What follows belongs to an exercise in optimizing a design on an open flow for small area and a short achievable clock period; a production flow would make more cautious choices. Only the layout flow was run in this run; the RTL was not checked for function there. Power and IR drop assume default switching activity.

`flow/config.mk`:
```
export PLATFORM = sky130hd
export DESIGN_NAME = piped_wallace_mult
export DESIGN_NICKNAME = piped_wallace_mult
export VERILOG_FILES = /design/flow/design.v
export SDC_FILE = /design/flow/constraint.sdc
export NUM_CORES = 4
export LEC_CHECK = 0
export CAP_MARGIN = 20
export CORE_MARGIN = 2
export CORE_UTILIZATION = 40
export SETUP_SLACK_MARGIN = 0.95
export SLEW_MARGIN = 20
export SYNTH_HIERARCHICAL = 1
export SYNTH_MINIMUM_KEEP_SIZE = 0
export BUFFER_PORTS_ARGS = -buffer_cell sky130_fd_sc_hd__buf_1
```
`flow/constraint.sdc`:
```
create_clock -name core_clock -period 2.8 [get_ports {clock}]
set_input_delay 0.5600 -clock core_clock [delete_from_list [all_inputs] [get_ports {clock}]]
set_output_delay 0.5600 -clock core_clock [all_outputs]
set_load 0.01 [all_outputs]
```
`flow/design.v`:
```
module piped_wallace_mult(
    input wire clock, reset,
    input wire [15:0] x, y,
    output reg [31:0] prod
);
    reg [59:0] r1;
    reg [90:0] r2;
    reg [60:0] r3;
    reg v1, v2, v3;
    wire g1 = x[1] & x[0];
    wire q2 = x[1] ^ x[0];
    wire g3 = x[2] & x[1];
    wire q4 = x[2] ^ x[1];
    wire g5 = x[3] & x[2];
    wire q6 = x[3] ^ x[2];
    wire g7 = x[4] & x[3];
    wire q8 = x[4] ^ x[3];
    wire g9 = x[5] & x[4];
    wire q10 = x[5] ^ x[4];
    wire g11 = x[6] & x[5];
    wire q12 = x[6] ^ x[5];
    wire g13 = x[7] & x[6];
    wire q14 = x[7] ^ x[6];
    wire g15 = x[8] & x[7];
    wire q16 = x[8] ^ x[7];
    wire g17 = x[9] & x[8];
    wire q18 = x[9] ^ x[8];
    wire g19 = x[10] & x[9];
    wire q20 = x[10] ^ x[9];
    wire g21 = x[11] & x[10];
    wire q22 = x[11] ^ x[10];
    wire g23 = x[12] & x[11];
    wire q24 = x[12] ^ x[11];
    wire g25 = x[13] & x[12];
    wire q26 = x[13] ^ x[12];
    wire g27 = x[14] & x[13];
    wire q28 = x[14] ^ x[13];
    wire g29 = x[15] & x[14];
    wire q30 = x[15] ^ x[14];
    wire t31, u32;
    pfx i33 (.gh(g5), .ph(q6), .gl(g3), .pl(q4), .g(t31), .p(u32));
    wire t34, u35;
    pfx i36 (.gh(g9), .ph(q10), .gl(g7), .pl(q8), .g(t34), .p(u35));
    wire t37, u38;
    pfx i39 (.gh(g13), .ph(q14), .gl(g11), .pl(q12), .g(t37), .p(u38));
    wire t40, u41;
    pfx i42 (.gh(g17), .ph(q18), .gl(g15), .pl(q16), .g(t40), .p(u41));
    wire t43, u44;
    pfx i45 (.gh(g21), .ph(q22), .gl(g19), .pl(q20), .g(t43), .p(u44));
    wire t46, u47;
    pfx i48 (.gh(g25), .ph(q26), .gl(g23), .pl(q24), .g(t46), .p(u47));
    wire t49, u50;
    pfx i51 (.gh(g29), .ph(q30), .gl(g27), .pl(q28), .g(t49), .p(u50));
    wire t52;
    pfx_g i53 (.gh(g3), .ph(q4), .gl(g1), .g(t52));
    wire t54;
    pfx_g i55 (.gh(t31), .ph(u32), .gl(g1), .g(t54));
    wire t56, u57;
    pfx i58 (.gh(g11), .ph(q12), .gl(t34), .pl(u35), .g(t56), .p(u57));
    wire t59, u60;
    pfx i61 (.gh(t37), .ph(u38), .gl(t34), .pl(u35), .g(t59), .p(u60));
    wire t62, u63;
    pfx i64 (.gh(g19), .ph(q20), .gl(t40), .pl(u41), .g(t62), .p(u63));
    wire t65, u66;
    pfx i67 (.gh(t43), .ph(u44), .gl(t40), .pl(u41), .g(t65), .p(u66));
    wire t68, u69;
    pfx i70 (.gh(g27), .ph(q28), .gl(t46), .pl(u47), .g(t68), .p(u69));
    wire t71, u72;
    pfx i73 (.gh(t49), .ph(u50), .gl(t46), .pl(u47), .g(t71), .p(u72));
    wire t74;
    pfx_g i75 (.gh(g7), .ph(q8), .gl(t54), .g(t74));
    wire t76;
    pfx_g i77 (.gh(t34), .ph(u35), .gl(t54), .g(t76));
    wire t78;
    pfx_g i79 (.gh(t56), .ph(u57), .gl(t54), .g(t78));
    wire t80;
    pfx_g i81 (.gh(t59), .ph(u60), .gl(t54), .g(t80));
    wire t82, u83;
    pfx i84 (.gh(g23), .ph(q24), .gl(t65), .pl(u66), .g(t82), .p(u83));
    wire t85, u86;
    pfx i87 (.gh(t46), .ph(u47), .gl(t65), .pl(u66), .g(t85), .p(u86));
    wire t88, u89;
    pfx i90 (.gh(t68), .ph(u69), .gl(t65), .pl(u66), .g(t88), .p(u89));
    wire t91, u92;
    pfx i93 (.gh(t71), .ph(u72), .gl(t65), .pl(u66), .g(t91), .p(u92));
    wire t94;
    pfx_g i95 (.gh(g15), .ph(q16), .gl(t80), .g(t94));
    wire t96;
    pfx_g i97 (.gh(t40), .ph(u41), .gl(t80), .g(t96));
    wire t98;
    pfx_g i99 (.gh(t62), .ph(u63), .gl(t80), .g(t98));
    wire t100;
    pfx_g i101 (.gh(t65), .ph(u66), .gl(t80), .g(t100));
    wire t102;
    pfx_g i103 (.gh(t82), .ph(u83), .gl(t80), .g(t102));
    wire t104;
    pfx_g i105 (.gh(t85), .ph(u86), .gl(t80), .g(t104));
    wire t106;
    pfx_g i107 (.gh(t88), .ph(u89), .gl(t80), .g(t106));
    wire t108;
    pfx_g i109 (.gh(t91), .ph(u92), .gl(t80), .g(t108));
    wire t110 = x[15] & t108;
    wire z111 = q4 ^ g1;
    wire z112 = q6 ^ t52;
    wire z113 = q8 ^ t54;
    wire z114 = q10 ^ t74;
    wire z115 = q12 ^ t76;
    wire z116 = q14 ^ t78;
    wire z117 = q16 ^ t80;
    wire z118 = q18 ^ t94;
    wire z119 = q20 ^ t96;
    wire z120 = q22 ^ t98;
    wire z121 = q24 ^ t100;
    wire z122 = q26 ^ t102;
    wire z123 = q28 ^ t104;
    wire z124 = q30 ^ t106;
    wire z125 = x[15] ^ t108;
    wire p126 = ((r1[33] & r1[0]) | (r1[35] & r1[0])) ^ r1[37];
    wire p127 = ((r1[33] & r1[1]) | (r1[34] & r1[0]) | (r1[35] & r1[16])) ^ r1[37];
    wire p128 = ((r1[33] & r1[2]) | (r1[34] & r1[1]) | (r1[35] & r1[17]) | (r1[36] & r1[0])) ^ r1[37];
    wire p129 = ((r1[33] & r1[3]) | (r1[34] & r1[2]) | (r1[35] & r1[18]) | (r1[36] & r1[1])) ^ r1[37];
    wire p130 = ((r1[33] & r1[4]) | (r1[34] & r1[3]) | (r1[35] & r1[19]) | (r1[36] & r1[2])) ^ r1[37];
    wire p131 = ((r1[33] & r1[5]) | (r1[34] & r1[4]) | (r1[35] & r1[20]) | (r1[36] & r1[3])) ^ r1[37];
    wire p132 = ((r1[33] & r1[6]) | (r1[34] & r1[5]) | (r1[35] & r1[21]) | (r1[36] & r1[4])) ^ r1[37];
    wire p133 = ((r1[33] & r1[7]) | (r1[34] & r1[6]) | (r1[35] & r1[22]) | (r1[36] & r1[5])) ^ r1[37];
    wire p134 = ((r1[33] & r1[8]) | (r1[34] & r1[7]) | (r1[35] & r1[23]) | (r1[36] & r1[6])) ^ r1[37];
    wire p135 = ((r1[33] & r1[9]) | (r1[34] & r1[8]) | (r1[35] & r1[24]) | (r1[36] & r1[7])) ^ r1[37];
    wire p136 = ((r1[33] & r1[10]) | (r1[34] & r1[9]) | (r1[35] & r1[25]) | (r1[36] & r1[8])) ^ r1[37];
    wire p137 = ((r1[33] & r1[11]) | (r1[34] & r1[10]) | (r1[35] & r1[26]) | (r1[36] & r1[9])) ^ r1[37];
    wire p138 = ((r1[33] & r1[12]) | (r1[34] & r1[11]) | (r1[35] & r1[27]) | (r1[36] & r1[10])) ^ r1[37];
    wire p139 = ((r1[33] & r1[13]) | (r1[34] & r1[12]) | (r1[35] & r1[28]) | (r1[36] & r1[11])) ^ r1[37];
    wire p140 = ((r1[33] & r1[14]) | (r1[34] & r1[13]) | (r1[35] & r1[29]) | (r1[36] & r1[12])) ^ r1[37];
    wire p141 = ((r1[33] & r1[15]) | (r1[34] & r1[14]) | (r1[35] & r1[30]) | (r1[36] & r1[13])) ^ r1[37];
    wire p142 = ((r1[34] & r1[15]) | (r1[35] & r1[31]) | (r1[36] & r1[14])) ^ r1[37];
    wire p143 = ((r1[35] & r1[32]) | (r1[36] & r1[15])) ^ r1[37];
    wire p144 = ((r1[38] & r1[0]) | (r1[40] & r1[0])) ^ r1[42];
    wire p145 = ((r1[38] & r1[1]) | (r1[39] & r1[0]) | (r1[40] & r1[16])) ^ r1[42];
    wire p146 = ((r1[38] & r1[2]) | (r1[39] & r1[1]) | (r1[40] & r1[17]) | (r1[41] & r1[0])) ^ r1[42];
    wire p147 = ((r1[38] & r1[3]) | (r1[39] & r1[2]) | (r1[40] & r1[18]) | (r1[41] & r1[1])) ^ r1[42];
    wire p148 = ((r1[38] & r1[4]) | (r1[39] & r1[3]) | (r1[40] & r1[19]) | (r1[41] & r1[2])) ^ r1[42];
    wire p149 = ((r1[38] & r1[5]) | (r1[39] & r1[4]) | (r1[40] & r1[20]) | (r1[41] & r1[3])) ^ r1[42];
    wire p150 = ((r1[38] & r1[6]) | (r1[39] & r1[5]) | (r1[40] & r1[21]) | (r1[41] & r1[4])) ^ r1[42];
    wire p151 = ((r1[38] & r1[7]) | (r1[39] & r1[6]) | (r1[40] & r1[22]) | (r1[41] & r1[5])) ^ r1[42];
    wire p152 = ((r1[38] & r1[8]) | (r1[39] & r1[7]) | (r1[40] & r1[23]) | (r1[41] & r1[6])) ^ r1[42];
    wire p153 = ((r1[38] & r1[9]) | (r1[39] & r1[8]) | (r1[40] & r1[24]) | (r1[41] & r1[7])) ^ r1[42];
    wire p154 = ((r1[38] & r1[10]) | (r1[39] & r1[9]) | (r1[40] & r1[25]) | (r1[41] & r1[8])) ^ r1[42];
    wire p155 = ((r1[38] & r1[11]) | (r1[39] & r1[10]) | (r1[40] & r1[26]) | (r1[41] & r1[9])) ^ r1[42];
    wire p156 = ((r1[38] & r1[12]) | (r1[39] & r1[11]) | (r1[40] & r1[27]) | (r1[41] & r1[10])) ^ r1[42];
    wire p157 = ((r1[38] & r1[13]) | (r1[39] & r1[12]) | (r1[40] & r1[28]) | (r1[41] & r1[11])) ^ r1[42];
    wire p158 = ((r1[38] & r1[14]) | (r1[39] & r1[13]) | (r1[40] & r1[29]) | (r1[41] & r1[12])) ^ r1[42];
    wire p159 = ((r1[38] & r1[15]) | (r1[39] & r1[14]) | (r1[40] & r1[30]) | (r1[41] & r1[13])) ^ r1[42];
    wire p160 = ((r1[39] & r1[15]) | (r1[40] & r1[31]) | (r1[41] & r1[14])) ^ r1[42];
    wire p161 = ((r1[40] & r1[32]) | (r1[41] & r1[15])) ^ r1[42];
    wire p162 = ((r1[43] & r1[0]) | (r1[45] & r1[0])) ^ r1[47];
    wire p163 = ((r1[43] & r1[1]) | (r1[44] & r1[0]) | (r1[45] & r1[16])) ^ r1[47];
    wire p164 = ((r1[43] & r1[2]) | (r1[44] & r1[1]) | (r1[45] & r1[17]) | (r1[46] & r1[0])) ^ r1[47];
    wire p165 = ((r1[43] & r1[3]) | (r1[44] & r1[2]) | (r1[45] & r1[18]) | (r1[46] & r1[1])) ^ r1[47];
    wire p166 = ((r1[43] & r1[4]) | (r1[44] & r1[3]) | (r1[45] & r1[19]) | (r1[46] & r1[2])) ^ r1[47];
    wire p167 = ((r1[43] & r1[5]) | (r1[44] & r1[4]) | (r1[45] & r1[20]) | (r1[46] & r1[3])) ^ r1[47];
    wire p168 = ((r1[43] & r1[6]) | (r1[44] & r1[5]) | (r1[45] & r1[21]) | (r1[46] & r1[4])) ^ r1[47];
    wire p169 = ((r1[43] & r1[7]) | (r1[44] & r1[6]) | (r1[45] & r1[22]) | (r1[46] & r1[5])) ^ r1[47];
    wire p170 = ((r1[43] & r1[8]) | (r1[44] & r1[7]) | (r1[45] & r1[23]) | (r1[46] & r1[6])) ^ r1[47];
    wire p171 = ((r1[43] & r1[9]) | (r1[44] & r1[8]) | (r1[45] & r1[24]) | (r1[46] & r1[7])) ^ r1[47];
    wire p172 = ((r1[43] & r1[10]) | (r1[44] & r1[9]) | (r1[45] & r1[25]) | (r1[46] & r1[8])) ^ r1[47];
    wire p173 = ((r1[43] & r1[11]) | (r1[44] & r1[10]) | (r1[45] & r1[26]) | (r1[46] & r1[9])) ^ r1[47];
    wire p174 = ((r1[43] & r1[12]) | (r1[44] & r1[11]) | (r1[45] & r1[27]) | (r1[46] & r1[10])) ^ r1[47];
    wire p175 = ((r1[43] & r1[13]) | (r1[44] & r1[12]) | (r1[45] & r1[28]) | (r1[46] & r1[11])) ^ r1[47];
    wire p176 = ((r1[43] & r1[14]) | (r1[44] & r1[13]) | (r1[45] & r1[29]) | (r1[46] & r1[12])) ^ r1[47];
    wire p177 = ((r1[43] & r1[15]) | (r1[44] & r1[14]) | (r1[45] & r1[30]) | (r1[46] & r1[13])) ^ r1[47];
    wire p178 = ((r1[44] & r1[15]) | (r1[45] & r1[31]) | (r1[46] & r1[14])) ^ r1[47];
    wire p179 = ((r1[45] & r1[32]) | (r1[46] & r1[15])) ^ r1[47];
    wire p180 = ((r1[48] & r1[0]) | (r1[50] & r1[0])) ^ r1[52];
    wire p181 = ((r1[48] & r1[1]) | (r1[49] & r1[0]) | (r1[50] & r1[16])) ^ r1[52];
    wire p182 = ((r1[48] & r1[2]) | (r1[49] & r1[1]) | (r1[50] & r1[17]) | (r1[51] & r1[0])) ^ r1[52];
    wire p183 = ((r1[48] & r1[3]) | (r1[49] & r1[2]) | (r1[50] & r1[18]) | (r1[51] & r1[1])) ^ r1[52];
    wire p184 = ((r1[48] & r1[4]) | (r1[49] & r1[3]) | (r1[50] & r1[19]) | (r1[51] & r1[2])) ^ r1[52];
    wire p185 = ((r1[48] & r1[5]) | (r1[49] & r1[4]) | (r1[50] & r1[20]) | (r1[51] & r1[3])) ^ r1[52];
    wire p186 = ((r1[48] & r1[6]) | (r1[49] & r1[5]) | (r1[50] & r1[21]) | (r1[51] & r1[4])) ^ r1[52];
    wire p187 = ((r1[48] & r1[7]) | (r1[49] & r1[6]) | (r1[50] & r1[22]) | (r1[51] & r1[5])) ^ r1[52];
    wire p188 = ((r1[48] & r1[8]) | (r1[49] & r1[7]) | (r1[50] & r1[23]) | (r1[51] & r1[6])) ^ r1[52];
    wire p189 = ((r1[48] & r1[9]) | (r1[49] & r1[8]) | (r1[50] & r1[24]) | (r1[51] & r1[7])) ^ r1[52];
    wire p190 = ((r1[48] & r1[10]) | (r1[49] & r1[9]) | (r1[50] & r1[25]) | (r1[51] & r1[8])) ^ r1[52];
    wire p191 = ((r1[48] & r1[11]) | (r1[49] & r1[10]) | (r1[50] & r1[26]) | (r1[51] & r1[9])) ^ r1[52];
    wire p192 = ((r1[48] & r1[12]) | (r1[49] & r1[11]) | (r1[50] & r1[27]) | (r1[51] & r1[10])) ^ r1[52];
    wire p193 = ((r1[48] & r1[13]) | (r1[49] & r1[12]) | (r1[50] & r1[28]) | (r1[51] & r1[11])) ^ r1[52];
    wire p194 = ((r1[48] & r1[14]) | (r1[49] & r1[13]) | (r1[50] & r1[29]) | (r1[51] & r1[12])) ^ r1[52];
    wire p195 = ((r1[48] & r1[15]) | (r1[49] & r1[14]) | (r1[50] & r1[30]) | (r1[51] & r1[13])) ^ r1[52];
    wire p196 = ((r1[49] & r1[15]) | (r1[50] & r1[31]) | (r1[51] & r1[14])) ^ r1[52];
    wire p197 = ((r1[50] & r1[32]) | (r1[51] & r1[15])) ^ r1[52];
    wire p198 = ((r1[53] & r1[0]) | (r1[55] & r1[0])) ^ r1[57];
    wire p199 = ((r1[53] & r1[1]) | (r1[54] & r1[0]) | (r1[55] & r1[16])) ^ r1[57];
    wire p200 = ((r1[53] & r1[2]) | (r1[54] & r1[1]) | (r1[55] & r1[17]) | (r1[56] & r1[0])) ^ r1[57];
    wire p201 = ((r1[53] & r1[3]) | (r1[54] & r1[2]) | (r1[55] & r1[18]) | (r1[56] & r1[1])) ^ r1[57];
    wire p202 = ((r1[53] & r1[4]) | (r1[54] & r1[3]) | (r1[55] & r1[19]) | (r1[56] & r1[2])) ^ r1[57];
    wire p203 = ((r1[53] & r1[5]) | (r1[54] & r1[4]) | (r1[55] & r1[20]) | (r1[56] & r1[3])) ^ r1[57];
    wire p204 = ((r1[53] & r1[6]) | (r1[54] & r1[5]) | (r1[55] & r1[21]) | (r1[56] & r1[4])) ^ r1[57];
    wire p205 = ((r1[53] & r1[7]) | (r1[54] & r1[6]) | (r1[55] & r1[22]) | (r1[56] & r1[5])) ^ r1[57];
    wire p206 = ((r1[53] & r1[8]) | (r1[54] & r1[7]) | (r1[55] & r1[23]) | (r1[56] & r1[6])) ^ r1[57];
    wire p207 = ((r1[53] & r1[9]) | (r1[54] & r1[8]) | (r1[55] & r1[24]) | (r1[56] & r1[7])) ^ r1[57];
    wire p208 = ((r1[53] & r1[10]) | (r1[54] & r1[9]) | (r1[55] & r1[25]) | (r1[56] & r1[8])) ^ r1[57];
    wire p209 = ((r1[53] & r1[11]) | (r1[54] & r1[10]) | (r1[55] & r1[26]) | (r1[56] & r1[9])) ^ r1[57];
    wire p210 = ((r1[53] & r1[12]) | (r1[54] & r1[11]) | (r1[55] & r1[27]) | (r1[56] & r1[10])) ^ r1[57];
    wire p211 = ((r1[53] & r1[13]) | (r1[54] & r1[12]) | (r1[55] & r1[28]) | (r1[56] & r1[11])) ^ r1[57];
    wire p212 = ((r1[53] & r1[14]) | (r1[54] & r1[13]) | (r1[55] & r1[29]) | (r1[56] & r1[12])) ^ r1[57];
    wire p213 = ((r1[53] & r1[15]) | (r1[54] & r1[14]) | (r1[55] & r1[30]) | (r1[56] & r1[13])) ^ r1[57];
    wire p214 = ((r1[54] & r1[15]) | (r1[55] & r1[31]) | (r1[56] & r1[14])) ^ r1[57];
    wire p215 = ((r1[55] & r1[32]) | (r1[56] & r1[15])) ^ r1[57];
    wire p216 = (r1[58] & r1[0]);
    wire p217 = (r1[58] & r1[1]) | (r1[59] & r1[0]);
    wire p218 = (r1[58] & r1[2]) | (r1[59] & r1[1]);
    wire p219 = (r1[58] & r1[3]) | (r1[59] & r1[2]);
    wire p220 = (r1[58] & r1[4]) | (r1[59] & r1[3]);
    wire p221 = (r1[58] & r1[5]) | (r1[59] & r1[4]);
    wire p222 = (r1[58] & r1[6]) | (r1[59] & r1[5]);
    wire p223 = (r1[58] & r1[7]) | (r1[59] & r1[6]);
    wire p224 = (r1[58] & r1[8]) | (r1[59] & r1[7]);
    wire p225 = (r1[58] & r1[9]) | (r1[59] & r1[8]);
    wire p226 = (r1[58] & r1[10]) | (r1[59] & r1[9]);
    wire p227 = (r1[58] & r1[11]) | (r1[59] & r1[10]);
    wire p228 = (r1[58] & r1[12]) | (r1[59] & r1[11]);
    wire p229 = (r1[58] & r1[13]) | (r1[59] & r1[12]);
    wire p230 = (r1[58] & r1[14]) | (r1[59] & r1[13]);
    wire p231 = (r1[58] & r1[15]) | (r1[59] & r1[14]);
    wire p232 = (r1[59] & r1[15]);
    wire p233 = ~r1[37];
    wire p234 = ~r1[42];
    wire p235 = ~r1[47];
    wire p236 = ~r1[52];
    wire p237 = ~r1[57];
    wire s238 = p129 ^ p144 ^ r1[42];
    wire c239 = (p129 & p144) | (p129 & r1[42]) | (p144 & r1[42]);
    wire s240 = p132 ^ p147 ^ p162;
    wire c241 = (p132 & p147) | (p132 & p162) | (p147 & p162);
    wire s242 = p133 ^ p148 ^ p163;
    wire c243 = (p133 & p148) | (p133 & p163) | (p148 & p163);
    wire s244 = p134 ^ p149 ^ p164;
    wire c245 = (p134 & p149) | (p134 & p164) | (p149 & p164);
    wire s246 = p135 ^ p150 ^ p165;
    wire c247 = (p135 & p150) | (p135 & p165) | (p150 & p165);
    wire s248 = p136 ^ p151 ^ p166;
    wire c249 = (p136 & p151) | (p136 & p166) | (p151 & p166);
    wire s250 = p137 ^ p152 ^ p167;
    wire c251 = (p137 & p152) | (p137 & p167) | (p152 & p167);
    wire s252 = p138 ^ p153 ^ p168;
    wire c253 = (p138 & p153) | (p138 & p168) | (p153 & p168);
    wire s254 = p183 ^ p198 ^ r1[57];
    wire c255 = (p183 & p198) | (p183 & r1[57]) | (p198 & r1[57]);
    wire s256 = p139 ^ p154 ^ p169;
    wire c257 = (p139 & p154) | (p139 & p169) | (p154 & p169);
    wire s258 = p184 ^ p199;
    wire c259 = p184 & p199;
    wire s260 = p140 ^ p155 ^ p170;
    wire c261 = (p140 & p155) | (p140 & p170) | (p155 & p170);
    wire s262 = p185 ^ p200;
    wire c263 = p185 & p200;
    wire s264 = p141 ^ p156 ^ p171;
    wire c265 = (p141 & p156) | (p141 & p171) | (p156 & p171);
    wire s266 = p186 ^ p201 ^ p216;
    wire c267 = (p186 & p201) | (p186 & p216) | (p201 & p216);
    wire s268 = p142 ^ p157 ^ p172;
    wire c269 = (p142 & p157) | (p142 & p172) | (p157 & p172);
    wire s270 = p187 ^ p202 ^ p217;
    wire c271 = (p187 & p202) | (p187 & p217) | (p202 & p217);
    wire s272 = p143 ^ p158 ^ p173;
    wire c273 = (p143 & p158) | (p143 & p173) | (p158 & p173);
    wire s274 = p188 ^ p203 ^ p218;
    wire c275 = (p188 & p203) | (p188 & p218) | (p203 & p218);
    wire s276 = p159 ^ p174 ^ p189;
    wire c277 = (p159 & p174) | (p159 & p189) | (p174 & p189);
    wire s278 = p204 ^ p219 ^ r1[37];
    wire c279 = (p204 & p219) | (p204 & r1[37]) | (p219 & r1[37]);
    wire s280 = p160 ^ p175 ^ p190;
    wire c281 = (p160 & p175) | (p160 & p190) | (p175 & p190);
    wire s282 = p205 ^ p220 ^ r1[37];
    wire c283 = (p205 & p220) | (p205 & r1[37]) | (p220 & r1[37]);
    wire s284 = p161 ^ p176 ^ p191;
    wire c285 = (p161 & p176) | (p161 & p191) | (p176 & p191);
    wire s286 = p206 ^ p221 ^ r1[37];
    wire c287 = (p206 & p221) | (p206 & r1[37]) | (p221 & r1[37]);
    wire s288 = p177 ^ p192 ^ p207;
    wire c289 = (p177 & p192) | (p177 & p207) | (p192 & p207);
    wire s290 = p222 ^ p233 ^ p234;
    wire c291 = (p222 & p233) | (p222 & p234) | (p233 & p234);
    wire s292 = p178 ^ p193 ^ p208;
    wire c293 = (p178 & p193) | (p178 & p208) | (p193 & p208);
    wire s294 = p223 ^ 1'b1;
    wire c295 = p223 & 1'b1;
    wire s296 = p179 ^ p194 ^ p209;
    wire c297 = (p179 & p194) | (p179 & p209) | (p194 & p209);
    wire s298 = p224 ^ 1'b1;
    wire c299 = p224 & 1'b1;
    wire s300 = p195 ^ p210 ^ p225;
    wire c301 = (p195 & p210) | (p195 & p225) | (p210 & p225);
    wire s302 = p196 ^ p211 ^ p226;
    wire c303 = (p196 & p211) | (p196 & p226) | (p211 & p226);
    wire s304 = p197 ^ p212 ^ p227;
    wire c305 = (p197 & p212) | (p197 & p227) | (p212 & p227);
    wire s306 = p213 ^ p228 ^ p236;
    wire c307 = (p213 & p228) | (p213 & p236) | (p228 & p236);
    wire s308 = p214 ^ p229 ^ 1'b1;
    wire c309 = (p214 & p229) | (p214 & 1'b1) | (p229 & 1'b1);
    wire s310 = p215 ^ p230 ^ 1'b1;
    wire c311 = (p215 & p230) | (p215 & 1'b1) | (p230 & 1'b1);
    wire s312 = r2[16] ^ r2[17];
    wire c313 = r2[16] & r2[17];
    wire s314 = r2[20] ^ r2[21];
    wire c315 = r2[20] & r2[21];
    wire s316 = r2[23] ^ r2[24];
    wire c317 = r2[23] & r2[24];
    wire s318 = r2[26] ^ r2[27];
    wire c319 = r2[26] & r2[27];
    wire s320 = r2[29] ^ r2[30] ^ r2[31];
    wire c321 = (r2[29] & r2[30]) | (r2[29] & r2[31]) | (r2[30] & r2[31]);
    wire s322 = r2[33] ^ r2[34] ^ r2[35];
    wire c323 = (r2[33] & r2[34]) | (r2[33] & r2[35]) | (r2[34] & r2[35]);
    wire s324 = r2[37] ^ r2[38] ^ r2[39];
    wire c325 = (r2[37] & r2[38]) | (r2[37] & r2[39]) | (r2[38] & r2[39]);
    wire s326 = r2[41] ^ r2[42] ^ r2[43];
    wire c327 = (r2[41] & r2[42]) | (r2[41] & r2[43]) | (r2[42] & r2[43]);
    wire s328 = r2[45] ^ r2[46] ^ r2[47];
    wire c329 = (r2[45] & r2[46]) | (r2[45] & r2[47]) | (r2[46] & r2[47]);
    wire s330 = r2[49] ^ r2[50] ^ r2[51];
    wire c331 = (r2[49] & r2[50]) | (r2[49] & r2[51]) | (r2[50] & r2[51]);
    wire s332 = r2[53] ^ r2[54] ^ r2[55];
    wire c333 = (r2[53] & r2[54]) | (r2[53] & r2[55]) | (r2[54] & r2[55]);
    wire s334 = r2[57] ^ r2[58] ^ r2[59];
    wire c335 = (r2[57] & r2[58]) | (r2[57] & r2[59]) | (r2[58] & r2[59]);
    wire s336 = r2[61] ^ r2[62] ^ r2[63];
    wire c337 = (r2[61] & r2[62]) | (r2[61] & r2[63]) | (r2[62] & r2[63]);
    wire s338 = r2[65] ^ r2[66] ^ r2[67];
    wire c339 = (r2[65] & r2[66]) | (r2[65] & r2[67]) | (r2[66] & r2[67]);
    wire s340 = r2[69] ^ r2[70] ^ r2[71];
    wire c341 = (r2[69] & r2[70]) | (r2[69] & r2[71]) | (r2[70] & r2[71]);
    wire s342 = r2[73] ^ r2[74] ^ r2[75];
    wire c343 = (r2[73] & r2[74]) | (r2[73] & r2[75]) | (r2[74] & r2[75]);
    wire s344 = r2[77] ^ r2[78];
    wire c345 = r2[77] & r2[78];
    wire s346 = r2[79] ^ r2[80];
    wire c347 = r2[79] & r2[80];
    wire s348 = r2[5] ^ r2[6];
    wire c349 = r2[5] & r2[6];
    wire s350 = r2[8] ^ r2[9];
    wire c351 = r2[8] & r2[9];
    wire s352 = r2[10] ^ r2[11];
    wire c353 = r2[10] & r2[11];
    wire s354 = r2[12] ^ r2[13];
    wire c355 = r2[12] & r2[13];
    wire s356 = r2[14] ^ r2[15];
    wire c357 = r2[14] & r2[15];
    wire s358 = s312 ^ r2[18] ^ r2[19];
    wire c359 = (s312 & r2[18]) | (s312 & r2[19]) | (r2[18] & r2[19]);
    wire s360 = c313 ^ s314 ^ r2[22];
    wire c361 = (c313 & s314) | (c313 & r2[22]) | (s314 & r2[22]);
    wire s362 = c315 ^ s316 ^ r2[25];
    wire c363 = (c315 & s316) | (c315 & r2[25]) | (s316 & r2[25]);
    wire s364 = c317 ^ s318 ^ r2[28];
    wire c365 = (c317 & s318) | (c317 & r2[28]) | (s318 & r2[28]);
    wire s366 = c319 ^ s320 ^ r2[32];
    wire c367 = (c319 & s320) | (c319 & r2[32]) | (s320 & r2[32]);
    wire s368 = c321 ^ s322 ^ r2[36];
    wire c369 = (c321 & s322) | (c321 & r2[36]) | (s322 & r2[36]);
    wire s370 = c323 ^ s324 ^ r2[40];
    wire c371 = (c323 & s324) | (c323 & r2[40]) | (s324 & r2[40]);
    wire s372 = c325 ^ s326 ^ r2[44];
    wire c373 = (c325 & s326) | (c325 & r2[44]) | (s326 & r2[44]);
    wire s374 = c327 ^ s328 ^ r2[48];
    wire c375 = (c327 & s328) | (c327 & r2[48]) | (s328 & r2[48]);
    wire s376 = c329 ^ s330 ^ r2[52];
    wire c377 = (c329 & s330) | (c329 & r2[52]) | (s330 & r2[52]);
    wire s378 = c331 ^ s332 ^ r2[56];
    wire c379 = (c331 & s332) | (c331 & r2[56]) | (s332 & r2[56]);
    wire s380 = c333 ^ s334 ^ r2[60];
    wire c381 = (c333 & s334) | (c333 & r2[60]) | (s334 & r2[60]);
    wire s382 = c335 ^ s336 ^ r2[64];
    wire c383 = (c335 & s336) | (c335 & r2[64]) | (s336 & r2[64]);
    wire s384 = c337 ^ s338 ^ r2[68];
    wire c385 = (c337 & s338) | (c337 & r2[68]) | (s338 & r2[68]);
    wire s386 = c339 ^ s340 ^ r2[72];
    wire c387 = (c339 & s340) | (c339 & r2[72]) | (s340 & r2[72]);
    wire s388 = c341 ^ s342 ^ r2[76];
    wire c389 = (c341 & s342) | (c341 & r2[76]) | (s342 & r2[76]);
    wire s390 = c343 ^ s344 ^ 1'b1;
    wire c391 = (c343 & s344) | (c343 & 1'b1) | (s344 & 1'b1);
    wire s392 = c345 ^ s346 ^ 1'b1;
    wire c393 = (c345 & s346) | (c345 & 1'b1) | (s346 & 1'b1);
    wire s394 = c347 ^ r2[81] ^ r2[82];
    wire c395 = (c347 & r2[81]) | (c347 & r2[82]) | (r2[81] & r2[82]);
    wire s396 = r2[83] ^ r2[84];
    wire c397 = r2[83] & r2[84];
    wire s398 = r2[85] ^ r2[86];
    wire c399 = r2[85] & r2[86];
    wire s400 = r2[87] ^ r2[88] ^ r2[89];
    wire c401 = (r2[87] & r2[88]) | (r2[87] & r2[89]) | (r2[88] & r2[89]);
    wire s402 = r2[90] ^ 1'b1;
    wire c403 = r2[90] & 1'b1;
    wire t404 = r3[2] & r3[0];
    wire u405 = r3[3] & r3[2];
    wire u406 = r3[4] & r3[3];
    wire u407 = r3[6] & r3[4];
    wire t408, u409;
    pfx i410 (.gh(r3[7]), .ph(r3[8]), .gl(r3[5]), .pl(r3[6]), .g(t408), .p(u409));
    wire t411, u412;
    pfx i413 (.gh(r3[9]), .ph(r3[10]), .gl(r3[7]), .pl(r3[8]), .g(t411), .p(u412));
    wire t414, u415;
    pfx i416 (.gh(r3[11]), .ph(r3[12]), .gl(r3[9]), .pl(r3[10]), .g(t414), .p(u415));
    wire t417, u418;
    pfx i419 (.gh(r3[13]), .ph(r3[14]), .gl(r3[11]), .pl(r3[12]), .g(t417), .p(u418));
    wire t420, u421;
    pfx i422 (.gh(r3[15]), .ph(r3[16]), .gl(r3[13]), .pl(r3[14]), .g(t420), .p(u421));
    wire t423, u424;
    pfx i425 (.gh(r3[17]), .ph(r3[18]), .gl(r3[15]), .pl(r3[16]), .g(t423), .p(u424));
    wire t426, u427;
    pfx i428 (.gh(r3[19]), .ph(r3[20]), .gl(r3[17]), .pl(r3[18]), .g(t426), .p(u427));
    wire t429, u430;
    pfx i431 (.gh(r3[21]), .ph(r3[22]), .gl(r3[19]), .pl(r3[20]), .g(t429), .p(u430));
    wire t432, u433;
    pfx i434 (.gh(r3[23]), .ph(r3[24]), .gl(r3[21]), .pl(r3[22]), .g(t432), .p(u433));
    wire t435, u436;
    pfx i437 (.gh(r3[25]), .ph(r3[26]), .gl(r3[23]), .pl(r3[24]), .g(t435), .p(u436));
    wire t438, u439;
    pfx i440 (.gh(r3[27]), .ph(r3[28]), .gl(r3[25]), .pl(r3[26]), .g(t438), .p(u439));
    wire t441, u442;
    pfx i443 (.gh(r3[29]), .ph(r3[30]), .gl(r3[27]), .pl(r3[28]), .g(t441), .p(u442));
    wire t444, u445;
    pfx i446 (.gh(r3[31]), .ph(r3[32]), .gl(r3[29]), .pl(r3[30]), .g(t444), .p(u445));
    wire t447, u448;
    pfx i449 (.gh(r3[33]), .ph(r3[34]), .gl(r3[31]), .pl(r3[32]), .g(t447), .p(u448));
    wire t450, u451;
    pfx i452 (.gh(r3[35]), .ph(r3[36]), .gl(r3[33]), .pl(r3[34]), .g(t450), .p(u451));
    wire t453, u454;
    pfx i455 (.gh(r3[37]), .ph(r3[38]), .gl(r3[35]), .pl(r3[36]), .g(t453), .p(u454));
    wire t456, u457;
    pfx i458 (.gh(r3[39]), .ph(r3[40]), .gl(r3[37]), .pl(r3[38]), .g(t456), .p(u457));
    wire t459, u460;
    pfx i461 (.gh(r3[41]), .ph(r3[42]), .gl(r3[39]), .pl(r3[40]), .g(t459), .p(u460));
    wire t462, u463;
    pfx i464 (.gh(r3[43]), .ph(r3[44]), .gl(r3[41]), .pl(r3[42]), .g(t462), .p(u463));
    wire t465, u466;
    pfx i467 (.gh(r3[45]), .ph(r3[46]), .gl(r3[43]), .pl(r3[44]), .g(t465), .p(u466));
    wire t468, u469;
    pfx i470 (.gh(r3[47]), .ph(r3[48]), .gl(r3[45]), .pl(r3[46]), .g(t468), .p(u469));
    wire t471, u472;
    pfx i473 (.gh(r3[49]), .ph(r3[50]), .gl(r3[47]), .pl(r3[48]), .g(t471), .p(u472));
    wire t474, u475;
    pfx i476 (.gh(r3[51]), .ph(r3[52]), .gl(r3[49]), .pl(r3[50]), .g(t474), .p(u475));
    wire t477, u478;
    pfx i479 (.gh(r3[53]), .ph(r3[54]), .gl(r3[51]), .pl(r3[52]), .g(t477), .p(u478));
    wire t480, u481;
    pfx i482 (.gh(r3[55]), .ph(r3[56]), .gl(r3[53]), .pl(r3[54]), .g(t480), .p(u481));
    wire t483, u484;
    pfx i485 (.gh(r3[57]), .ph(r3[58]), .gl(r3[55]), .pl(r3[56]), .g(t483), .p(u484));
    wire t486 = u405 & r3[0];
    wire t487 = u406 & t404;
    wire u488 = u407 & u405;
    wire u489 = u409 & u406;
    wire t490, u491;
    pfx i492 (.gh(t411), .ph(u412), .gl(r3[5]), .pl(u407), .g(t490), .p(u491));
    wire t493, u494;
    pfx i495 (.gh(t414), .ph(u415), .gl(t408), .pl(u409), .g(t493), .p(u494));
    wire t496, u497;
    pfx i498 (.gh(t417), .ph(u418), .gl(t411), .pl(u412), .g(t496), .p(u497));
    wire t499, u500;
    pfx i501 (.gh(t420), .ph(u421), .gl(t414), .pl(u415), .g(t499), .p(u500));
    wire t502, u503;
    pfx i504 (.gh(t423), .ph(u424), .gl(t417), .pl(u418), .g(t502), .p(u503));
    wire t505, u506;
    pfx i507 (.gh(t426), .ph(u427), .gl(t420), .pl(u421), .g(t505), .p(u506));
    wire t508, u509;
    pfx i510 (.gh(t429), .ph(u430), .gl(t423), .pl(u424), .g(t508), .p(u509));
    wire t511, u512;
    pfx i513 (.gh(t432), .ph(u433), .gl(t426), .pl(u427), .g(t511), .p(u512));
    wire t514, u515;
    pfx i516 (.gh(t435), .ph(u436), .gl(t429), .pl(u430), .g(t514), .p(u515));
    wire t517, u518;
    pfx i519 (.gh(t438), .ph(u439), .gl(t432), .pl(u433), .g(t517), .p(u518));
    wire t520, u521;
    pfx i522 (.gh(t441), .ph(u442), .gl(t435), .pl(u436), .g(t520), .p(u521));
    wire t523, u524;
    pfx i525 (.gh(t444), .ph(u445), .gl(t438), .pl(u439), .g(t523), .p(u524));
    wire t526, u527;
    pfx i528 (.gh(t447), .ph(u448), .gl(t441), .pl(u442), .g(t526), .p(u527));
    wire t529, u530;
    pfx i531 (.gh(t450), .ph(u451), .gl(t444), .pl(u445), .g(t529), .p(u530));
    wire t532, u533;
    pfx i534 (.gh(t453), .ph(u454), .gl(t447), .pl(u448), .g(t532), .p(u533));
    wire t535, u536;
    pfx i537 (.gh(t456), .ph(u457), .gl(t450), .pl(u451), .g(t535), .p(u536));
    wire t538, u539;
    pfx i540 (.gh(t459), .ph(u460), .gl(t453), .pl(u454), .g(t538), .p(u539));
    wire t541, u542;
    pfx i543 (.gh(t462), .ph(u463), .gl(t456), .pl(u457), .g(t541), .p(u542));
    wire t544, u545;
    pfx i546 (.gh(t465), .ph(u466), .gl(t459), .pl(u460), .g(t544), .p(u545));
    wire t547, u548;
    pfx i549 (.gh(t468), .ph(u469), .gl(t462), .pl(u463), .g(t547), .p(u548));
    wire t550, u551;
    pfx i552 (.gh(t471), .ph(u472), .gl(t465), .pl(u466), .g(t550), .p(u551));
    wire t553, u554;
    pfx i555 (.gh(t474), .ph(u475), .gl(t468), .pl(u469), .g(t553), .p(u554));
    wire t556, u557;
    pfx i558 (.gh(t477), .ph(u478), .gl(t471), .pl(u472), .g(t556), .p(u557));
    wire t559, u560;
    pfx i561 (.gh(t480), .ph(u481), .gl(t474), .pl(u475), .g(t559), .p(u560));
    wire t562, u563;
    pfx i564 (.gh(t483), .ph(u484), .gl(t477), .pl(u478), .g(t562), .p(u563));
    wire t565;
    pfx_g i566 (.gh(r3[5]), .ph(u488), .gl(r3[0]), .g(t565));
    wire t567;
    pfx_g i568 (.gh(t408), .ph(u489), .gl(t404), .g(t567));
    wire t569;
    pfx_g i570 (.gh(t490), .ph(u491), .gl(t486), .g(t569));
    wire t571;
    pfx_g i572 (.gh(t493), .ph(u494), .gl(t487), .g(t571));
    wire t573, u574;
    pfx i575 (.gh(t496), .ph(u497), .gl(r3[5]), .pl(u488), .g(t573), .p(u574));
    wire t576, u577;
    pfx i578 (.gh(t499), .ph(u500), .gl(t408), .pl(u489), .g(t576), .p(u577));
    wire t579, u580;
    pfx i581 (.gh(t502), .ph(u503), .gl(t490), .pl(u491), .g(t579), .p(u580));
    wire t582, u583;
    pfx i584 (.gh(t505), .ph(u506), .gl(t493), .pl(u494), .g(t582), .p(u583));
    wire t585, u586;
    pfx i587 (.gh(t508), .ph(u509), .gl(t496), .pl(u497), .g(t585), .p(u586));
    wire t588, u589;
    pfx i590 (.gh(t511), .ph(u512), .gl(t499), .pl(u500), .g(t588), .p(u589));
    wire t591, u592;
    pfx i593 (.gh(t514), .ph(u515), .gl(t502), .pl(u503), .g(t591), .p(u592));
    wire t594, u595;
    pfx i596 (.gh(t517), .ph(u518), .gl(t505), .pl(u506), .g(t594), .p(u595));
    wire t597, u598;
    pfx i599 (.gh(t520), .ph(u521), .gl(t508), .pl(u509), .g(t597), .p(u598));
    wire t600, u601;
    pfx i602 (.gh(t523), .ph(u524), .gl(t511), .pl(u512), .g(t600), .p(u601));
    wire t603, u604;
    pfx i605 (.gh(t526), .ph(u527), .gl(t514), .pl(u515), .g(t603), .p(u604));
    wire t606, u607;
    pfx i608 (.gh(t529), .ph(u530), .gl(t517), .pl(u518), .g(t606), .p(u607));
    wire t609, u610;
    pfx i611 (.gh(t532), .ph(u533), .gl(t520), .pl(u521), .g(t609), .p(u610));
    wire t612, u613;
    pfx i614 (.gh(t535), .ph(u536), .gl(t523), .pl(u524), .g(t612), .p(u613));
    wire t615, u616;
    pfx i617 (.gh(t538), .ph(u539), .gl(t526), .pl(u527), .g(t615), .p(u616));
    wire t618, u619;
    pfx i620 (.gh(t541), .ph(u542), .gl(t529), .pl(u530), .g(t618), .p(u619));
    wire t621, u622;
    pfx i623 (.gh(t544), .ph(u545), .gl(t532), .pl(u533), .g(t621), .p(u622));
    wire t624, u625;
    pfx i626 (.gh(t547), .ph(u548), .gl(t535), .pl(u536), .g(t624), .p(u625));
    wire t627, u628;
    pfx i629 (.gh(t550), .ph(u551), .gl(t538), .pl(u539), .g(t627), .p(u628));
    wire t630, u631;
    pfx i632 (.gh(t553), .ph(u554), .gl(t541), .pl(u542), .g(t630), .p(u631));
    wire t633, u634;
    pfx i635 (.gh(t556), .ph(u557), .gl(t544), .pl(u545), .g(t633), .p(u634));
    wire t636, u637;
    pfx i638 (.gh(t559), .ph(u560), .gl(t547), .pl(u548), .g(t636), .p(u637));
    wire t639, u640;
    pfx i641 (.gh(t562), .ph(u563), .gl(t550), .pl(u551), .g(t639), .p(u640));
    wire t642;
    pfx_g i643 (.gh(t573), .ph(u574), .gl(r3[0]), .g(t642));
    wire t644;
    pfx_g i645 (.gh(t576), .ph(u577), .gl(t404), .g(t644));
    wire t646;
    pfx_g i647 (.gh(t579), .ph(u580), .gl(t486), .g(t646));
    wire t648;
    pfx_g i649 (.gh(t582), .ph(u583), .gl(t487), .g(t648));
    wire t650;
    pfx_g i651 (.gh(t585), .ph(u586), .gl(t565), .g(t650));
    wire t652;
    pfx_g i653 (.gh(t588), .ph(u589), .gl(t567), .g(t652));
    wire t654;
    pfx_g i655 (.gh(t591), .ph(u592), .gl(t569), .g(t654));
    wire t656;
    pfx_g i657 (.gh(t594), .ph(u595), .gl(t571), .g(t656));
    wire t658, u659;
    pfx i660 (.gh(t597), .ph(u598), .gl(t573), .pl(u574), .g(t658), .p(u659));
    wire t661, u662;
    pfx i663 (.gh(t600), .ph(u601), .gl(t576), .pl(u577), .g(t661), .p(u662));
    wire t664, u665;
    pfx i666 (.gh(t603), .ph(u604), .gl(t579), .pl(u580), .g(t664), .p(u665));
    wire t667, u668;
    pfx i669 (.gh(t606), .ph(u607), .gl(t582), .pl(u583), .g(t667), .p(u668));
    wire t670, u671;
    pfx i672 (.gh(t609), .ph(u610), .gl(t585), .pl(u586), .g(t670), .p(u671));
    wire t673, u674;
    pfx i675 (.gh(t612), .ph(u613), .gl(t588), .pl(u589), .g(t673), .p(u674));
    wire t676, u677;
    pfx i678 (.gh(t615), .ph(u616), .gl(t591), .pl(u592), .g(t676), .p(u677));
    wire t679, u680;
    pfx i681 (.gh(t618), .ph(u619), .gl(t594), .pl(u595), .g(t679), .p(u680));
    wire t682, u683;
    pfx i684 (.gh(t621), .ph(u622), .gl(t597), .pl(u598), .g(t682), .p(u683));
    wire t685, u686;
    pfx i687 (.gh(t624), .ph(u625), .gl(t600), .pl(u601), .g(t685), .p(u686));
    wire t688, u689;
    pfx i690 (.gh(t627), .ph(u628), .gl(t603), .pl(u604), .g(t688), .p(u689));
    wire t691, u692;
    pfx i693 (.gh(t630), .ph(u631), .gl(t606), .pl(u607), .g(t691), .p(u692));
    wire t694, u695;
    pfx i696 (.gh(t633), .ph(u634), .gl(t609), .pl(u610), .g(t694), .p(u695));
    wire t697, u698;
    pfx i699 (.gh(t636), .ph(u637), .gl(t612), .pl(u613), .g(t697), .p(u698));
    wire t700, u701;
    pfx i702 (.gh(t639), .ph(u640), .gl(t615), .pl(u616), .g(t700), .p(u701));
    wire t703;
    pfx_g i704 (.gh(t658), .ph(u659), .gl(r3[0]), .g(t703));
    wire t705;
    pfx_g i706 (.gh(t661), .ph(u662), .gl(t404), .g(t705));
    wire t707;
    pfx_g i708 (.gh(t664), .ph(u665), .gl(t486), .g(t707));
    wire t709;
    pfx_g i710 (.gh(t667), .ph(u668), .gl(t487), .g(t709));
    wire t711;
    pfx_g i712 (.gh(t670), .ph(u671), .gl(t565), .g(t711));
    wire t713;
    pfx_g i714 (.gh(t673), .ph(u674), .gl(t567), .g(t713));
    wire t715;
    pfx_g i716 (.gh(t676), .ph(u677), .gl(t569), .g(t715));
    wire t717;
    pfx_g i718 (.gh(t679), .ph(u680), .gl(t571), .g(t717));
    wire t719;
    pfx_g i720 (.gh(t682), .ph(u683), .gl(t642), .g(t719));
    wire t721;
    pfx_g i722 (.gh(t685), .ph(u686), .gl(t644), .g(t721));
    wire t723;
    pfx_g i724 (.gh(t688), .ph(u689), .gl(t646), .g(t723));
    wire t725;
    pfx_g i726 (.gh(t691), .ph(u692), .gl(t648), .g(t725));
    wire t727;
    pfx_g i728 (.gh(t694), .ph(u695), .gl(t650), .g(t727));
    wire t729;
    pfx_g i730 (.gh(t697), .ph(u698), .gl(t652), .g(t729));
    wire t731;
    pfx_g i732 (.gh(t700), .ph(u701), .gl(t654), .g(t731));
    wire z733 = r3[2] ^ r3[0];
    wire z734 = r3[3] ^ t404;
    wire z735 = r3[4] ^ t486;
    wire z736 = r3[6] ^ t487;
    wire z737 = r3[8] ^ t565;
    wire z738 = r3[10] ^ t567;
    wire z739 = r3[12] ^ t569;
    wire z740 = r3[14] ^ t571;
    wire z741 = r3[16] ^ t642;
    wire z742 = r3[18] ^ t644;
    wire z743 = r3[20] ^ t646;
    wire z744 = r3[22] ^ t648;
    wire z745 = r3[24] ^ t650;
    wire z746 = r3[26] ^ t652;
    wire z747 = r3[28] ^ t654;
    wire z748 = r3[30] ^ t656;
    wire z749 = r3[32] ^ t703;
    wire z750 = r3[34] ^ t705;
    wire z751 = r3[36] ^ t707;
    wire z752 = r3[38] ^ t709;
    wire z753 = r3[40] ^ t711;
    wire z754 = r3[42] ^ t713;
    wire z755 = r3[44] ^ t715;
    wire z756 = r3[46] ^ t717;
    wire z757 = r3[48] ^ t719;
    wire z758 = r3[50] ^ t721;
    wire z759 = r3[52] ^ t723;
    wire z760 = r3[54] ^ t725;
    wire z761 = r3[56] ^ t727;
    wire z762 = r3[58] ^ t729;
    wire z763 = r3[60] ^ t731;
    wire [31:0] result = {z763, z762, z761, z760, z759, z758, z757, z756, z755, z754, z753, z752, z751, z750, z749, z748, z747, z746, z745, z744, z743, z742, z741, z740, z739, z738, z737, z736, z735, z734, z733, r3[1]};
    always @(posedge clock) begin
        r1 <= {(y[14] & y[15]), (y[14] & ~y[15]) | (~y[14] & y[15]), y[14], (y[11] & y[12] & y[13] & ~y[14]) | (~y[11] & ~y[12] & ~y[13] & y[14]), (y[11] & ~y[12] & y[13] & ~y[14]) | (~y[11] & y[12] & y[13] & ~y[14]) | (y[11] & ~y[12] & ~y[13] & y[14]) | (~y[11] & y[12] & ~y[13] & y[14]), (y[11] & y[12] & ~y[13] & ~y[14]) | (~y[11] & ~y[12] & y[13] & ~y[14]) | (y[11] & y[12] & ~y[13] & y[14]) | (~y[11] & ~y[12] & y[13] & y[14]), (y[11] & ~y[12] & ~y[13] & ~y[14]) | (~y[11] & y[12] & ~y[13] & ~y[14]) | (y[11] & ~y[12] & y[13] & y[14]) | (~y[11] & y[12] & y[13] & y[14]), y[11], (y[8] & y[9] & y[10] & ~y[11]) | (~y[8] & ~y[9] & ~y[10] & y[11]), (y[8] & ~y[9] & y[10] & ~y[11]) | (~y[8] & y[9] & y[10] & ~y[11]) | (y[8] & ~y[9] & ~y[10] & y[11]) | (~y[8] & y[9] & ~y[10] & y[11]), (y[8] & y[9] & ~y[10] & ~y[11]) | (~y[8] & ~y[9] & y[10] & ~y[11]) | (y[8] & y[9] & ~y[10] & y[11]) | (~y[8] & ~y[9] & y[10] & y[11]), (y[8] & ~y[9] & ~y[10] & ~y[11]) | (~y[8] & y[9] & ~y[10] & ~y[11]) | (y[8] & ~y[9] & y[10] & y[11]) | (~y[8] & y[9] & y[10] & y[11]), y[8], (y[5] & y[6] & y[7] & ~y[8]) | (~y[5] & ~y[6] & ~y[7] & y[8]), (y[5] & ~y[6] & y[7] & ~y[8]) | (~y[5] & y[6] & y[7] & ~y[8]) | (y[5] & ~y[6] & ~y[7] & y[8]) | (~y[5] & y[6] & ~y[7] & y[8]), (y[5] & y[6] & ~y[7] & ~y[8]) | (~y[5] & ~y[6] & y[7] & ~y[8]) | (y[5] & y[6] & ~y[7] & y[8]) | (~y[5] & ~y[6] & y[7] & y[8]), (y[5] & ~y[6] & ~y[7] & ~y[8]) | (~y[5] & y[6] & ~y[7] & ~y[8]) | (y[5] & ~y[6] & y[7] & y[8]) | (~y[5] & y[6] & y[7] & y[8]), y[5], (y[2] & y[3] & y[4] & ~y[5]) | (~y[2] & ~y[3] & ~y[4] & y[5]), (y[2] & ~y[3] & y[4] & ~y[5]) | (~y[2] & y[3] & y[4] & ~y[5]) | (y[2] & ~y[3] & ~y[4] & y[5]) | (~y[2] & y[3] & ~y[4] & y[5]), (y[2] & y[3] & ~y[4] & ~y[5]) | (~y[2] & ~y[3] & y[4] & ~y[5]) | (y[2] & y[3] & ~y[4] & y[5]) | (~y[2] & ~y[3] & y[4] & y[5]), (y[2] & ~y[3] & ~y[4] & ~y[5]) | (~y[2] & y[3] & ~y[4] & ~y[5]) | (y[2] & ~y[3] & y[4] & y[5]) | (~y[2] & y[3] & y[4] & y[5]), y[2], (~y[0] & ~y[1] & y[2]), (y[0] & y[1] & ~y[2]) | (y[0] & ~y[1] & y[2]), (~y[0] & y[1] & ~y[2]) | (~y[0] & y[1] & y[2]), (y[0] & ~y[1] & ~y[2]) | (y[0] & y[1] & y[2]), t110, z125, z124, z123, z122, z121, z120, z119, z118, z117, z116, z115, z114, z113, z112, z111, q2, x[15], x[14], x[13], x[12], x[11], x[10], x[9], x[8], x[7], x[6], x[5], x[4], x[3], x[2], x[1], x[0]};
        r2 <= {p232, p237, p231, c311, s310, c309, s308, c307, s306, c305, s304, c303, s302, c301, p235, s300, c299, c297, s298, s296, c295, c293, s294, s292, c291, c289, s290, s288, c287, c285, s286, s284, c283, c281, s282, s280, c279, c277, s278, s276, c275, c273, s274, s272, c271, c269, s270, s268, c267, c265, s266, s264, c263, c261, s262, s260, c259, c257, s258, s256, c255, c253, s254, s252, c251, p182, s250, c249, p181, s248, c247, r1[52], p180, s246, c245, s244, c243, s242, c241, r1[47], s240, p146, p131, p145, p130, c239, s238, p128, p127, r1[37], p126};
        r3 <= {c401 ^ s402, c401 & s402, c399 ^ s400, c399 & s400, c397 ^ s398, c397 & s398, c395 ^ s396, c395 & s396, c393 ^ s394, c393 & s394, c391 ^ s392, c391 & s392, c389 ^ s390, c389 & s390, c387 ^ s388, c387 & s388, c385 ^ s386, c385 & s386, c383 ^ s384, c383 & s384, c381 ^ s382, c381 & s382, c379 ^ s380, c379 & s380, c377 ^ s378, c377 & s378, c375 ^ s376, c375 & s376, c373 ^ s374, c373 & s374, c371 ^ s372, c371 & s372, c369 ^ s370, c369 & s370, c367 ^ s368, c367 & s368, c365 ^ s366, c365 & s366, c363 ^ s364, c363 & s364, c361 ^ s362, c361 & s362, c359 ^ s360, c359 & s360, c357 ^ s358, c357 & s358, c355 ^ s356, c355 & s356, c353 ^ s354, c353 & s354, c351 ^ s352, c351 & s352, c349 ^ s350, c349 & s350, s348 ^ r2[7], s348 & r2[7], r2[4], r2[3], r2[2], r2[0] ^ r2[1], r2[0] & r2[1]};
    end
    always @(posedge clock or posedge reset)
        if (reset) begin
            v1 <= 1'b0; v2 <= 1'b0; v3 <= 1'b0; prod <= 32'd0;
        end else begin
            v1 <= 1'b1; v2 <= v1; v3 <= v2;
            prod <= v3 ? result : 32'd0;
        end
endmodule
module pfx(input wire gh, ph, gl, pl, output wire g, p);
    assign g = gh | (ph & gl);
    assign p = ph & pl;
endmodule
module pfx_g(input wire gh, ph, gl, output wire g);
    assign g = gh | (ph & gl);
endmodule
```
`flow/flow/run.sh`:
```
#!/bin/bash
# The standard layout (standard.sh, unchanged synthesis), except that the
# port buffers are plain buffers instead of delay cells. Tool output: standard.log
# here and ORFS's own logs under orfs/logs.
set -e
echo 'export BUFFER_PORTS_ARGS = -buffer_cell sky130_fd_sc_hd__buf_1' >> "$FLOW_CONFIG"
bash standard.sh > standard.log 2>&1
```
`flow/standard.sh`:
```
#!/bin/bash
# synth_recipe.tcl (not shown) runs the flow's synth.tcl, then flattens the netlist and writes it again
# the make line also repeats each setting of config.mk as NAME=value (left out here)
make -C /OpenROAD-flow-scripts/flow DESIGN_CONFIG=/design/flow/config.mk WORK_HOME=/design/flow/orfs CLKGATE_MAP_FILE= SYNTH_SCRIPT=/design/flow/synth_recipe.tcl "${@:-finish}"
```
==> flow_summary.json <==
{
  "drive_gt1_frac": 0.158,
  "clk_pin_slew_ps": 60,
  "nets": 1382,
  "hold_path_class": "in2async",
  "yosys-top-cells-area": "dfxtp_1, fa_1, a21o_1, a221oi_2, and2_1",
  "ys_ff_latch": 246,
  "power_switching_mw": 5.16,
  "placementRows": 67,
  "finalSetupViolCount": 0,
  "arrival_ps": 2220,
  "drtPass1Iterations": 8,
  "ctsHtreeMaxLevel": 1,
  "synth_common_cells": "dfxtp_1, a21o_1, and2_1",
  "grt_max_degree": 36,
  "port_buffers": 65,
  "pwr-share-comb": 0.381,
  "place_hpwl_um": 22800,
  "max_freq_mhz": 554,
  "fillCellCount": 3194,
  "slew_viol_final": 0,
  "hold_buffers": 0,
  "finalHoldViolCount": 0,
  "start_util": 0.404,
  "worst_pin_slew_ps": 681,
  "grt_pass1_vias": 9080,
  "finalSetupTns_ps": 0,
  "synth-main-ff-cell": "dfxtp_1",
  "startpoint_type": "flip-flop",
  "coreArea_um2": 33300,
  "syn_nets": 1340,
  "final_util": 0.449,
  "slew_headroom": 0.546,
  "drt_iter0_drc": 644,
  "drv_cap": 0,
  "yosysTopAreaCellShare": 0.314,
  "dieArea_um2": 35100,
  "grt_usage": 0.175,
  "die_h_um": 187,
  "critPathMaxFanout": 1,
  "ios": 66,
  "intPower_mw": 9.68,
  "ant_nets": 0,
  "final_cells": 1690,
  "ys_seq_area_frac": 0.379,
  "post-route-period-util": 0.644,
  "rsz0062_at_grt": "true",
  "avgSynthCellArea_um2": 11.4,
  "clk_latency_ps": 530,
  "yosysWarnings": 7,
  "drc": 0,
  "place_ws_ps": 477,
  "dpl_cell_area_um2": 14000,
  "overflow": 0,
  "swShare": 0.348,
  "antenna_found_initial": 0,
  "syn_inst": 1182,
  "cts_root_buf": "clkbuf_16",
  "numCtsBuffers": 26,
  "crit_path_end_kind": "flip-flop",
  "ys_async_sr_fraction": 0.142,
  "ir_drop_mv": 0.575,
  "routedWlPerCell_um": 17.9,
  "yosysMostFrequentCell": "dfxtp_1",
  "clockBufferDepth": 3,
  "dp_cells": 1641,
  "status": "finished clean",
  "powerDensity_nw_per_um2": 992,
  "viasPerCell": 5.05,
  "antenna_cells": 0,
  "clockPowerShare": 0.243,
  "reg2reg_depth": 5,
  "synth_edf_count": 0,
  "gp_congestion": 0.843,
  "synth_area_um2": 13400,
  "area_growth_pct": 11.3,
  "netlist-cell-type-count": 35,
  "pwr-share-seq": 0.376,
  "clock-sinks": 246,
  "period_minus_slack_ps": 1800,
  "cp.required_ps": 3220,
  "vias": 8534,
  "grt_pass1_wl_um": 49500,
  "tritoncts": "done",
  "design_area_um2": 15000,
  "die_w_um": 187,
  "leakage_nw": 6.99,
  "fin_skew_ps": 9.79,
  "crit_type": "reg2reg",
  "synth_top_area_cell": "dfxtp_1",
  "worst_slack_ps": 996,
  "wl_um": 30200
}
==> timing repair <==
item | CTS | global route
pin swaps | 0 | 10
gates resized for setup | 27 | 11
setup endpoints to repair | 48 | 18
buffers inserted | 0 | 3
==> path summary, 6_finish.rpt <==
check | startpoint | to | slack, ps
worst min register to register | r2[3] | r3[3] | 330
worst min-delay path | reset | prod[30] | 80
min in group core_clock | x[0] | r1[0] | 170
max in group asynchronous | reset | prod[7] | 2420
worst max register to register | r2[71] | r3[44] | 1000
worst max-delay path | r2[71] | r3[44] | 1000
==> state kept, by name (all words and copies together), names as in the netlist <==
| name | flops |
|---|---|
| v3 | 1 |
| r2 | 91 |
| r3 | 60 |
| r1 | 60 |
| v1 | 1 |
| v2 | 1 |
| prod | 32 |
==> Yosys stat by module (local to each module, per instance) <==
module | times used | cells | cell area [um2] | flops+latches
pfx | 106 | 2 | 13.8 | 0
pfx_g | 41 | 1 | 7.51 | 0
piped_wallace_mult | 1 | 929 | 11700 | 246
==> power groups by stage <==
stage	Clock, mW	Sequential [mW]	Combinational [mW]
floorplan	0	5.31	4.20
global placement	0	5.62	5.57
detailed placement	0	5.63	5.63
CTS	3.72	5.56	5.70
global route	3.83	5.71	6.53
finish	3.61	5.58	5.65
==> layer usage <==
metal	GRT usage	vias up	routed length [um]
met5	0	-	0
met4	0.0559	0	884
met3	0.0246	55	1380
met2	0.279	230	13400
met1	0.244	4021	14600
li1	-	4228	-
==> cell type report <==
class	count	area, um2	share of cell area
Multi-Input combinational cell	784	7570	0.506
Sequential cell	246	5140	0.344
Clock buffer	33	728	0.0487
Tap cell	448	561	0.0375
Timing Repair Buffer	101	518	0.0346
Inverter	65	244	0.0163
Clock inverter	13	191	0.0128
==> cells in the final DEF (no fill, tap or decap), drive strengths merged, types with 3 or more instances in the layout <==
master	netlist	final
a22oi	11	11
xnor2	98	98
a222oi	10	10
bufinv	0	4
clkbuf	13	33
nor2b	8	8
xor2	42	42
and2	140	140
a221oi	68	68
ha	65	65
buf	74	101
nor2	10	10
inv	65	69
and3	3	3
o21ai	9	9
dfrtp	35	35
fa	59	59
a22o	81	81
nand2	14	14
or4b	4	4
clkinv	0	3
a21o	147	147
dfxtp	211	211
nand4b	4	4
==> per-stage QoR <==
step	power [mW]	hold WS, ps
6_report	14.8	82.6
5_1_grt	16.1	144
4_1_cts	15.0	73.5
3_5_place_dp	11.3	320
3_3_place_gp	11.2	319
2_1_floorplan	9.50	310
==> critical path, cell delays in order (launching register included) <==
cell and delay [ps]:
dfxtp_2 320, inv_2 30, fa_1 550, inv_2 40, fa_1 530, ha_1 220
==> cells by family (layout without fill, tap and decap cells) <==
kind of cell    count (synthesis)  in the layout  synth area share
simple gates                  187            187            0.0845
xor+xnor                      142            142            0.0946
buf+inv                       152            212            0.0623
compound gates                330            330             0.230
other cells                     1              1          0.000279
fa+ha+maj                     124            124             0.148
flops                         246            246             0.379

[afterwards: timing with drivers on the ports]
How much do the figures lean on ideal ports? The routed layout below was timed once more, with nothing changed but the port constraints. Step 1 (the two cells are an assumption about what drives the block):
set clk [get_ports {clock}]
set_driving_cell -lib_cell sky130_fd_sc_hd__clkbuf_16 $clk
set_driving_cell -lib_cell sky130_fd_sc_hd__buf_2 [delete_from_list [all_inputs] $clk]
Step 2 adds t to the input delays and takes it off the output delays; t is the mean of the earliest and latest rising clock arrival at the registers after step 1. Input paths then give back, and output paths get back, about the clock's delay inside the block. Slacks: ideal / step 1 / step 2; pairs: ideal / step 1.
shift t [ns]: 0.576
setup WS [ns]: 0.996 / 0.996 / 0.481
worst register clock-pin slew, ns: 0.06 / 0.06
cell pins on the clock port's net: 1
After both steps this run still meets setup and hold. For this run, drivers alone change the setup slack by 0.000 ns; drivers and shift together by -0.515 ns.
